Background: an optimization exercise with open tools, aiming at small area. Do not read the settings as production practice. Function was checked by simulation only, so behaviour that the tests miss may differ from the original. Power is estimated from default activity; no workload was simulated.

// calc
module calc (
    input         clk,
    input         rst,       
    input  [15:0] buttons,   
    output [23:0] bcd,       
    output        neg        
);
Settings: LEC_CHECK=0, CAP_MARGIN=20, CORE_MARGIN=2, CORE_UTILIZATION=80, SLEW_MARGIN=20; clock period 150.0 ns.
standard.sh (not shown) runs the stock make flow with config.mk's settings and CLKGATE_MAP_FILE= SYNTH_SCRIPT=/design/flow/synth_recipe.tcl, a recipe that flattens the netlist after the stock synthesis.
==> flow/flow/run.sh <==
#!/bin/bash
# The standard layout (the standard.sh, unchanged synthesis, floorplan,
# power grid and routing), with two settings changed:
# - the port buffers that placement inserts are buf_1 cells;
# - clock tree synthesis uses clkbuf_16 buffers, clusters of up to 50 sinks
#   and no dummy loads.
set -euo pipefail
export BUFFER_PORTS_ARGS="-buffer_cell sky130_fd_sc_hd__buf_1"
export CTS_ARGS="-sink_clustering_enable -repair_clock_nets -dont_use_dummy_load -buf_list sky130_fd_sc_hd__clkbuf_16 -sink_clustering_size 50 -sink_clustering_max_diameter 200"
bash standard.sh > standard.log 2>&1
Then changed:
--- a/flow/flow/run.sh
+++ b/flow/flow/run.sh
@@ -5 +5 @@
-# - clock tree synthesis uses clkbuf_16 buffers, clusters of up to 50 sinks
+# - clock tree synthesis uses clkbuf_8 buffers, clusters of up to 25 sinks
@@ -9 +9 @@
-export CTS_ARGS="-sink_clustering_enable -repair_clock_nets -dont_use_dummy_load -buf_list sky130_fd_sc_hd__clkbuf_16 -sink_clustering_size 50 -sink_clustering_max_diameter 200"
+export CTS_ARGS="-repair_clock_nets -dont_use_dummy_load -buf_list sky130_fd_sc_hd__clkbuf_8"
--- a/flow/config.mk
+++ b/flow/config.mk
@@ -10 +10 @@
-export CORE_UTILIZATION = 80
+export CORE_UTILIZATION = 70
- wire length fell by 16%
- worst setup slack is better by 0.017 ns
- clock-buffer cell count is unchanged
Then changed:
--- a/flow/flow/run.sh
+++ b/flow/flow/run.sh
@@ -5 +5 @@
-# - clock tree synthesis uses clkbuf_8 buffers, clusters of up to 25 sinks
+# - clock tree synthesis uses clkbuf_16 buffers, clusters of up to 50 sinks
@@ -9 +9 @@
-export CTS_ARGS="-repair_clock_nets -dont_use_dummy_load -buf_list sky130_fd_sc_hd__clkbuf_8"
+export CTS_ARGS="-sink_clustering_enable -repair_clock_nets -dont_use_dummy_load -buf_list sky130_fd_sc_hd__clkbuf_16 -sink_clustering_size 50 -sink_clustering_max_diameter 200"
What happened:
- clock-buffer cell count stays the same
- via count increases by 0.99%
- worst setup slack got worse by 0.083 ns
- final area is higher by 1.8%
- routed wire length rises by 3.8%
Then changed:
--- a/flow/flow/run.sh
+++ b/flow/flow/run.sh
@@ -5 +5 @@
-# - clock tree synthesis uses clkbuf_16 buffers, clusters of up to 50 sinks
+# - clock tree synthesis uses clkbuf_8 buffers, clusters of up to 25 sinks
@@ -9 +9 @@
-export CTS_ARGS="-sink_clustering_enable -repair_clock_nets -dont_use_dummy_load -buf_list sky130_fd_sc_hd__clkbuf_16 -sink_clustering_size 50 -sink_clustering_max_diameter 200"
+export CTS_ARGS="-sink_clustering_enable -sink_clustering_levels 1 -repair_clock_nets -dont_use_dummy_load -buf_list sky130_fd_sc_hd__clkbuf_16 -sink_clustering_size 40 -sink_clustering_max_diameter 150"
Outcome: Setup slack is unchanged; core utilization does not change; via count does not change; wire length does not change; sequential power hardly moves; global-route usage stays the same.
Then changed:
==> flow/flow/run.sh (replaced) <==
#!/bin/bash
# The standard layout (the standard.sh, unchanged synthesis, floorplan,
# power grid and routing), with two settings changed:
# - the port buffers that placement inserts are buf_1 cells;
# - clock tree synthesis uses clkbuf_8 buffers and no dummy loads.
# The make output goes to standard.log; each step's own log stays under
# orfs/logs/.
set -euo pipefail
export BUFFER_PORTS_ARGS="-buffer_cell sky130_fd_sc_hd__buf_1"
export CTS_ARGS="-repair_clock_nets -dont_use_dummy_load -buf_list sky130_fd_sc_hd__clkbuf_8"
bash standard.sh > standard.log 2>&1
Effect:
- die area does not change
- combinational power falls by about 1%
- wire length falls by 3.7%
- hold slack gains 0.0046 ns
- cell count stays the same

==> port drivers added, routing unchanged <==
Ports are ideal in the flow. The routed layouts listed here were re-timed in OpenROAD.
Step 1 sets driving cells, clkbuf_16 on the clock port and buf_2 on the other inputs (assumed; they add their load-dependent delay and slew).
Step 2 also shifts input and output timing later by t, the mid clock arrival at the registers, as if the neighbouring blocks saw the same clock.
Slacks: ideal / step 1 / step 2; pairs: ideal / step 1.
run	t, ns	setup WS [ns]	worst hold slack (ns)	worst data-port slew with drivers (ns)	cell pins on the clock port's net
the first run	0.378	108.568 / 108.582 / 108.204	0.447 / 0.447 / 0.447	0.04	1
the second run	0.385	108.585 / 108.597 / 108.212	0.457 / 0.457 / 0.457	0.03	1
the third run	0.368	108.502 / 108.518 / 108.150	0.452 / 0.452 / 0.452	0.03	1
the fourth run	0.368	108.502 / 108.518 / 108.150	0.452 / 0.452 / 0.452	0.03	1
the fifth run	0.385	108.585 / 108.597 / 108.212	0.457 / 0.457 / 0.457	0.03	1
After both steps every run listed still meets setup and hold.
